Background: an optimization exercise with open tools, aiming at small area, a short achievable clock period and few clock cycles. Do not read the settings as production practice.
In this exercise RTL edits were held to simulation tests only and were not proved equivalent to the original.
The clock input has no modelled driver; a real chip could not lean on it and would need a root buffer or a full tree.
Power and IR drop assume default switching activity.

## run A
==> flow/design.v <==
module qr_decode(
    input clk,
    input srstn,
    input qr_decode_start,
    input sram_rdata,
    output [11:0] sram_raddr,
    output reg decode_valid,
    output reg [7:0] decode_jis8_code,
    output reg qr_decode_finish
  );
  reg [4:0] r, c;       
  reg R1, R2;           
  reg [2:0] m;          
  reg [2:0] b;          
  reg [4:0] nb;         
  reg hdr;              
  assign sram_raddr = {1'b0, r, 1'b0, c};
  wire fmt = ~c[4] & ~c[3];
  wire up = c[1];
  wire at_top = c[4] ? (~r[4] & ~r[2] & ~r[1]) : ~(r[4] | r[3] | r[2] | r[1] | r[0]);   
  wire at_bot = r[4] & r[3];                                                           
  wire turn = c[0] & (up ? at_top : at_bot);
  wire sk6 = ~r[4] & ~r[3] & r[2] & r[0] & ~(r[1] ^ up);                  
  wire al_up = c[4] & ~c[2] & up & r[4] & ~r[1] & r[0];                   
  wire al_dn = c[4] & ~c[2] & ~up & ~r[4] & r[2] & r[1] & r[0];           
  wire al = al_up | al_dn;
  wire x = sk6 | al;
  wire [3:0] d = r[3:0] ^ {4{up}};
  wire t1 = d[0], t2 = d[1] & d[0], t3 = d[2] & t2, t4 = d[3] & t3;      
  wire [4:0] rt = {t4 | al, t3 | al, t2 & ~x, t1 | x, ~x};                
  wire rowmove = ~fmt & c[0] & ~turn;
  wire [4:0] frow = {{3{fmt & c[2]}}, 1'b0, fmt & c[2]};                   
  wire [4:0] nr = r ^ (rowmove ? rt : frow);
  wire alc = ~c[4] & c[2] & c[1] & r[4] & ~r[3] & ~(r[2] & r[1]) & (r[2] | r[1] | r[0]);
  wire hold = c[0] & (turn | alc);
  wire [3:1] e = c[3:1] ^ {3{~c[0]}};
  wire [4:0] tc = {e[3] & e[2] & e[1], e[2] & e[1], e[1], 1'b1, 1'b1};   
  wire [4:0] tf = c[2] ? 5'b10011 : c[0] ? 5'b00111 : {4'b0, qr_decode_start};
  wire [4:0] tcol = fmt ? tf : hold ? {4'b0, ~alc} : tc;
  wire [4:0] nc = c ^ tcol;
  wire R0 = ~R1 & ~R2;
  wire rdn = up ^ sk6;
  wire nR1 = fmt ? 1'b0 : (rowmove & ~al) ? (rdn ? R2 : R0) : R1;
  wire nR2 = fmt ? 1'b0 : (rowmove & ~al) ? (rdn ? R0 : R1) : R2;
  wire C0 = (~c[0] & ~c[1] & c[3]) | (~c[0] & c[1] & ~c[2]) | (c[0] & c[1] & c[2] & ~c[4]) | (c[0] & ~c[1] & c[2] & ~c[3]);
  wire C1 = (c[0] & ~c[1] & c[3]) | (~c[0] & c[1] & c[2] & c[4]) | (c[0] & c[1] & ~c[2] & c[4]) | (~c[0] & ~c[1] & ~c[2] & ~c[3]);
  wire C2 = ~C0 & ~C1;
  wire C3o = (c[1] & c[2] & ~c[3]) | (~c[1] & ~c[2] & ~c[3]) | (c[0] & c[1] & c[3]) | (c[0] & ~c[1] & ~c[3]);   
  wire a = r[0] & c[0];
  wire s = r[0] ^ c[0];
  wire q0 = R0 | C0;
  wire q1 = (R1 & C1) | (R2 & C2);
  wire z3 = (R0 & C0) | (R1 & C2) | (R2 & C1);
  reg mk;
  always @* begin
    case (m ^ 3'b101)
      3'd0: mk = ~s;
      3'd1: mk = ~r[0];
      3'd2: mk = C0;
      3'd3: mk = z3;
      3'd4: mk = ~(r[1] ^ C3o);
      3'd5: mk = ~a & q0;
      3'd6: mk = ~(a ^ q1);
      default: mk = ~(s ^ q1);
    endcase
  end
  wire bit_in = sram_rdata ^ mk;
  wire last_bit = (b == 3'd7);
  always @(posedge clk) begin
    if (~srstn) begin
      r <= 5'd8;
      c <= 5'd2;
      hdr <= 1'b1;
      decode_valid <= 1'b0;
      qr_decode_finish <= 1'b0;
    end else begin
      r <= nr;
      c <= nc;
      if (~fmt && b == 3'd0) hdr <= 1'b0;    
      decode_valid <= ~hdr & last_bit;
      qr_decode_finish <= ~hdr & ((last_bit & (nb == 5'd1)) | (nb == 5'd0));
    end
    R1 <= nR1;
    R2 <= nR2;
    if (fmt) m <= {m[1:0], sram_rdata};
    b <= fmt ? 3'd3 : b + 3'd1;           
    if (hdr) nb <= decode_jis8_code[4:0];   
    else if (last_bit) nb <= nb - 5'd1;
    decode_jis8_code <= {decode_jis8_code[6:0], bit_in};
  end
endmodule
export LEC_CHECK = 0
export CAP_MARGIN = 20
export CORE_MARGIN = 2
export CORE_UTILIZATION = 45
export SLEW_MARGIN = 20
create_clock -name core_clock -period 9.0 [get_ports {clk}]
standard.sh (not shown) runs the stock make flow with config.mk's settings and CLKGATE_MAP_FILE= SYNTH_SCRIPT=/design/flow/synth_recipe.tcl, a recipe that flattens the netlist after the stock synthesis.
==> flow/flow/run.sh <==
#!/bin/bash
# ORFS layout of the design with these changes to how it is made (the
# constraints are unchanged):
#  - synthesis maps the logic with an area-oriented ABC script (deepsyn,
#    then amap) and without half/full-adder extraction; the registers are
#    mapped exactly as in the standard synthesis;
#  - ports are buffered with buf_2 instead of the slow delay buffer;
#  - the clock tree is two clkbuf_8 in parallel, one per half of the registers
#    (flow/two_buf_cts.tcl) in place of the two-level tree;
#  - timing repair aims for more setup slack than the clock period needs.
set -euo pipefail
rm -rf myscripts
cp -r "$FLOW_HOME/scripts" myscripts
printf 'strash\n&get -n\n&deepsyn -T 30\n&put\ndch -f\namap\ntopo\n' > myscripts/abc_speed.script
python3 - "$PWD/flow/two_buf_cts.tcl" <<'PY'
import sys
p = 'myscripts/cts.tcl'
s = open(p).read()
old = 'log_cmd clock_tree_synthesis {*}$cts_args'
assert old in s
s = s.replace(old, 'source ' + sys.argv[1])
open(p, 'w').write(s)
PY
export SCRIPTS_DIR="$PWD/myscripts"
export ADDER_MAP_FILE=
export BUFFER_PORTS_ARGS="-buffer_cell sky130_fd_sc_hd__buf_2"
export SETUP_SLACK_MARGIN=6.35
export RECOVER_POWER=100
bash standard.sh > standard.log 2>&1
==> flow/flow/two_buf_cts.tcl <==
# Clock tree of two buffers in parallel: the registers are split into a left
# and a right half, and a clkbuf_8 at each half's centroid drives its clock pins.
set block [ord::get_db_block]
set dbu [$block getDbUnitsPerMicron]
set pins {}
foreach pin [get_pins -of_objects [get_nets clk]] {
  if {[get_property $pin direction] ne "input"} { continue }
  set it [sta::sta_to_db_pin $pin]
  set bb [[$it getInst] getBBox]
  lappend pins [list [expr {([$bb xMin] + [$bb xMax]) / 2.0 / $dbu}] [expr {([$bb yMin] + [$bb yMax]) / 2.0 / $dbu}] $pin]
}
set pins [lsort -real -index 0 $pins]
set half [expr {[llength $pins] / 2}]
foreach {name group} [list left [lrange $pins 0 [expr {$half - 1}]] right [lrange $pins $half end]] {
  set sx 0.0; set sy 0.0; set loads {}
  foreach p $group { set sx [expr {$sx + [lindex $p 0]}]; set sy [expr {$sy + [lindex $p 1]}]; lappend loads [lindex $p 2] }
  set n [llength $group]
  puts "two_buf_cts: $name $n clock pins, buffer at [expr {$sx / $n}] [expr {$sy / $n}]"
  log_cmd insert_buffer -buffer_cell sky130_fd_sc_hd__clkbuf_8 -net clk -load_pins $loads \
    -location [list [expr {$sx / $n}] [expr {$sy / $n}]] -buffer_name clkbuf_$name -net_name clknet_$name
}
Testbench counts of run A, summed over its fixed seeds: cycles 15,800.
Input changes introduced in run B (baseline for comparison: run A):
diff --git a/flow/flow/run.sh b/flow/flow/run.sh
--- a/flow/flow/run.sh
+++ b/flow/flow/run.sh
@@ -9,2 +9,4 @@
 #    (flow/two_buf_cts.tcl) in place of the two-level tree;
+#  - registers that drive output ports hand their other loads to a buffer
+#    (flow/iso_outputs.tcl, run after the clock buffers);
 #  - timing repair aims for more setup slack than the clock period needs.
@@ -26,4 +28,4 @@
 export BUFFER_PORTS_ARGS="-buffer_cell sky130_fd_sc_hd__buf_2"
-export SETUP_SLACK_MARGIN=6.35
-export RECOVER_POWER=100
+export SETUP_SLACK_MARGIN=6.5
+export SETUP_SLACK_MARGIN=6.45
 bash standard.sh > standard.log 2>&1
==> flow/flow/iso_outputs.tcl (new file) <==
# Output ports: the register behind each output port buffer also drives
# logic; move that logic onto a buffer so the register drives the port
# buffer alone.
foreach bufinst [get_cells output*] {
  set inpin [get_pins -of_objects $bufinst -filter "direction == input"]
  set qnet [get_nets -of_objects $inpin]
  set loads {}
  foreach p [get_pins -of_objects $qnet -filter "direction == input"] {
    if {[get_property [get_cells -of_objects $p] full_name] ne [get_property $bufinst full_name]} { lappend loads $p }
  }
  if {[llength $loads] >= 3} {
    puts "iso: [get_property $qnet full_name] [llength $loads] loads"
    insert_buffer -buffer_cell sky130_fd_sc_hd__buf_1 -net [get_property $qnet full_name] -load_pins $loads
  }
}
diff --git a/flow/flow/two_buf_cts.tcl b/flow/flow/two_buf_cts.tcl
--- a/flow/flow/two_buf_cts.tcl
+++ b/flow/flow/two_buf_cts.tcl
@@ -21 +21,2 @@
 }
+source [file join [file dirname [info script]] iso_outputs.tcl]
Findings:
Result for run B and run A: all clean. ~same final worst clock skew in run B and run A. Run B vs run A: per-cell routed wire length down by a few percent. Worst hold slack: run B vs run A — no meaningful difference. In the reports for run B and run A, the larger signed area change from the synthesized netlist to the final layout belongs to run B. Per the comparison of run B with run A, number of setup buffers added after CTS increased 4; global routing usage summed across all routing layers went up; setup slack grew by 340 ps. Reported for run B and run A, final count of negative-setup-slack endpoints turned out identical to the last digit.
The inputs of run C differ from those of run B as listed below.
diff --git a/flow/flow/run.sh b/flow/flow/run.sh
--- a/flow/flow/run.sh
+++ b/flow/flow/run.sh
@@ -9,4 +9,2 @@
 #    (flow/two_buf_cts.tcl) in place of the two-level tree;
-#  - registers that drive output ports hand their other loads to a buffer
-#    (flow/iso_outputs.tcl, run after the clock buffers);
 #  - timing repair aims for more setup slack than the clock period needs.
@@ -28,4 +26,3 @@
 export BUFFER_PORTS_ARGS="-buffer_cell sky130_fd_sc_hd__buf_2"
-export SETUP_SLACK_MARGIN=6.5
-export SETUP_SLACK_MARGIN=6.45
+export SETUP_SLACK_MARGIN=6.35
 bash standard.sh > standard.log 2>&1
diff --git a/flow/flow/two_buf_cts.tcl b/flow/flow/two_buf_cts.tcl
--- a/flow/flow/two_buf_cts.tcl
+++ b/flow/flow/two_buf_cts.tcl
@@ -21,2 +21 @@
 }
-source [file join [file dirname [info script]] iso_outputs.tcl]
removed: flow/flow/iso_outputs.tcl
### Flow results
- Comparing run B against run C, there is no change at all in total standard cell area after synthesis.
- Comparing run C with run B, the number of flops mapped to enable cells by yosys came out essentially unchanged.
- met2 capacity usage during global routing ended up 1.2 points lower on run C than on run B.
- Slack of the critical path: run C vs run B down 85 ps
- Number of cells produced by synthesis came out exactly the same in run C and run B.
- Total power: run C below run B
- [run C] fraction of power consumed by the clock network rose 0.3 points relative to run B
- Fraction of standard cell area that is sequential (run C over run B): increase, 2.4 points
- Looking at via count across run C and run B, the one that comes out higher is run B.
- Run C against run B: final area now smaller, cell count now smaller.
#### Input delta (run D over run C)
==> flow/flow/run.sh <==
#!/bin/bash
# ORFS layout of the design with three changes to how it is made (the
# constraints are unchanged):
#  - synthesis maps the logic with an area-oriented ABC script and without
#    half/full-adder extraction (registers are mapped exactly as before);
#  - ports are buffered with buf_2 instead of the slow delay buffer;
#  - timing repair aims for more setup slack than the clock period needs.
set -euo pipefail
rm -rf myscripts
cp -r "$FLOW_HOME/scripts" myscripts
printf 'strash\n&get -n\n&deepsyn -T 30\n&put\ndch -f\namap\ntopo\n' > myscripts/abc_speed.script
export SCRIPTS_DIR="$PWD/myscripts"
export ADDER_MAP_FILE=
export BUFFER_PORTS_ARGS="-buffer_cell sky130_fd_sc_hd__buf_2"
export SETUP_SLACK_MARGIN=6.35
bash standard.sh > standard.log 2>&1
removed: flow/flow/two_buf_cts.tcl
Findings:
- In run D, core utilization is higher than in run C.
- On design area, the lower figure sits with run C, not run D.
- Relative to run C, the worst path setup slack after routing of run D is lower by 54 ps.
The following lists how run E was set up differently from run D:
==> flow/flow/run.sh <==
#!/bin/bash
# ORFS layout of the design with these changes to how it is made (the
# constraints are unchanged):
#  - synthesis maps the logic with an area-oriented ABC script (deepsyn,
#    then amap) and without half/full-adder extraction; the registers are
#    mapped exactly as in the standard synthesis;
#  - ports are buffered with buf_2 instead of the slow delay buffer;
#  - the clock tree is two clkbuf_8 in parallel, one per half of the registers
#    (flow/two_buf_cts.tcl) in place of the two-level tree;
#  - timing repair aims for more setup slack than the clock period needs.
set -euo pipefail
rm -rf myscripts
cp -r "$FLOW_HOME/scripts" myscripts
printf 'strash\n&get -n\n&deepsyn -T 30\n&put\ndch -f\namap\ntopo\n' > myscripts/abc_speed.script
python3 - "$PWD/flow/two_buf_cts.tcl" <<'PY'
import sys
p = 'myscripts/cts.tcl'
s = open(p).read()
old = 'log_cmd clock_tree_synthesis {*}$cts_args'
assert old in s
s = s.replace(old, 'source ' + sys.argv[1])
open(p, 'w').write(s)
PY
export SCRIPTS_DIR="$PWD/myscripts"
export ADDER_MAP_FILE=
export BUFFER_PORTS_ARGS="-buffer_cell sky130_fd_sc_hd__buf_2"
export SETUP_SLACK_MARGIN=6.4
export SETUP_SLACK_MARGIN=6.35
bash standard.sh > standard.log 2>&1
==> flow/flow/two_buf_cts.tcl (new file) <==
# Clock tree of two buffers in parallel: the registers are split into a left
# and a right half, and a clkbuf_8 at each half's centroid drives its clock pins.
set block [ord::get_db_block]
set dbu [$block getDbUnitsPerMicron]
set pins {}
foreach pin [get_pins -of_objects [get_nets clk]] {
  if {[get_property $pin direction] ne "input"} { continue }
  set it [sta::sta_to_db_pin $pin]
  set bb [[$it getInst] getBBox]
  lappend pins [list [expr {([$bb xMin] + [$bb xMax]) / 2.0 / $dbu}] [expr {([$bb yMin] + [$bb yMax]) / 2.0 / $dbu}] $pin]
}
set pins [lsort -real -index 0 $pins]
set half [expr {[llength $pins] / 2}]
foreach {name group} [list left [lrange $pins 0 [expr {$half - 1}]] right [lrange $pins $half end]] {
  set sx 0.0; set sy 0.0; set loads {}
  foreach p $group { set sx [expr {$sx + [lindex $p 0]}]; set sy [expr {$sy + [lindex $p 1]}]; lappend loads [lindex $p 2] }
  set n [llength $group]
  puts "two_buf_cts: $name $n clock pins, buffer at [expr {$sx / $n}] [expr {$sy / $n}]"
  log_cmd insert_buffer -buffer_cell sky130_fd_sc_hd__clkbuf_8 -net clk -load_pins $loads \
    -location [list [expr {$sx / $n}] [expr {$sy / $n}]] -buffer_name clkbuf_$name -net_name clknet_$name
}
- Run E went all the way through the flow, and no timing, DRC or antenna check failed.
- Worst-case setup margin in the final layout is higher on run E
- Run E against run D: minimum clock period after layout fell 54 ps, cell count has decreased, portion of total power attributed to the clock network shows a reduction of 3.0 points, clock power shrank by about 36%.
- Compared with run D, run E ends up with a smaller final cell area.
In run A, run B, run C and run E the design's own scripts or RTL, not TritonCTS, make the clock network.


== orange ==
RTL: the design.v shown in full above, as it stands there.
clock: 9.0 ns
lec_check: 0
cap_margin: 20
core_margin: 2
core_utilization: 45
slew_margin: 20
==> flow/flow/run.sh <==
#!/bin/bash
# ORFS layout of the design with these changes to how it is made (the
# constraints are unchanged):
#  - synthesis maps the logic with an area-oriented ABC script (deepsyn,
#    then amap) and without half/full-adder extraction; the registers are
#    mapped exactly as in the standard synthesis;
#  - ports are buffered with buf_2 instead of the slow delay buffer;
#  - the clock tree is one clkbuf_16 at the registers' centroid
#    (flow/one_buf_cts.tcl) in place of the two-level tree;
#  - timing repair aims for more setup slack than the clock period needs.
set -euo pipefail
rm -rf myscripts
cp -r "$FLOW_HOME/scripts" myscripts
printf 'strash\n&get -n\n&deepsyn -T 30\n&put\ndch -f\namap\ntopo\n' > myscripts/abc_speed.script
python3 - "$PWD/flow/one_buf_cts.tcl" <<'PY'
import sys
p = 'myscripts/cts.tcl'
s = open(p).read()
old = 'log_cmd clock_tree_synthesis {*}$cts_args'
assert old in s
s = s.replace(old, 'source ' + sys.argv[1])
open(p, 'w').write(s)
PY
export SCRIPTS_DIR="$PWD/myscripts"
export ADDER_MAP_FILE=
export BUFFER_PORTS_ARGS="-buffer_cell sky130_fd_sc_hd__buf_2"
export SETUP_SLACK_MARGIN=6.4

bash standard.sh > standard.log 2>&1
The flow ended early for orange: it failed with a tool error in clock tree synthesis (4_1_cts).
Testbench counts of orange, summed over its fixed seeds: cycles 15,800.
#### Input delta (blue over orange)
==> flow/flow/run.sh <==
#!/bin/bash
# ORFS layout of the design with three changes to how it is made (the
# constraints are unchanged):
#  - synthesis maps the logic with an area-oriented ABC script and without
#    half/full-adder extraction (registers are mapped exactly as before);
#  - ports are buffered with buf_2 instead of the slow delay buffer;
#  - timing repair aims for more setup slack than the clock period needs.
set -euo pipefail
rm -rf myscripts
cp -r "$FLOW_HOME/scripts" myscripts
printf 'strash\n&get -n\n&deepsyn -T 30\n&put\ndch -f\namap\ntopo\n' > myscripts/abc_speed.script
export SCRIPTS_DIR="$PWD/myscripts"
export ADDER_MAP_FILE=
export BUFFER_PORTS_ARGS="-buffer_cell sky130_fd_sc_hd__buf_2"
export SETUP_SLACK_MARGIN=6.3
bash standard.sh > standard.log 2>&1
==> comparison <==
blue completed every stage of the flow, and the final layout passed the timing, design-rule and antenna checks.
Diff orange..blue | synthesized area | unchanged
Diff orange..blue | count of buffers inserted at the top-level ports | negligible
Diff orange..blue | average size of a mapped cell | unchanged
Between blue and orange, the difference in post-synthesis sequential area ratio is negligible.
Diff orange..blue | count of mapped cells out of synthesis | unchanged
Comparing blue against orange, there is no change at all in initial core utilization.
orange → blue: async set-or-reset flop fraction in the synthesized netlist flat; share of the synthesized area in compound gates (AO/OA/AOI/OAI) did not really move; total of flip-flops plus latches after synthesis closely matched the old numbers.
The final estimated routing congestion in global placement of orange and that of blue are within noise of each other.

==> separate check: timing with driven ports <==
How much do the figures lean on ideal ports? The routed layouts below were timed once more, with nothing changed but the port constraints.
Step 1 assumes that a clkbuf_16 drives the clock port and a buf_2 every other input.
Step 2 adds t to the input delays and takes it off the output delays; t is the mean of the earliest and latest rising clock arrival at the registers after step 1. Input paths then give back, and output paths get back, about the clock's delay inside the block.
Slacks: no drivers / after step 1 / after step 2; pairs: no drivers / after step 1.
run	t, ns	setup slack, ns	worst setup path at the end
run A	0.188	6.162 / 6.171 / 5.984	input to register
run B	0.188	6.502 / 6.469 / 6.399	input to register
run C	0.188	6.418 / 6.385 / 6.288	input to register
run D	0.352	6.363 / 6.341 / 6.131	input to register
run E	0.188	6.418 / 6.385 / 6.288	input to register
blue	0.354	6.337 / 6.315 / 6.151	input to register
After both steps setup and hold are still met in every run listed. For run D, which loses most, drivers alone change the setup slack by -0.022 ns; drivers and shift together by -0.232 ns.
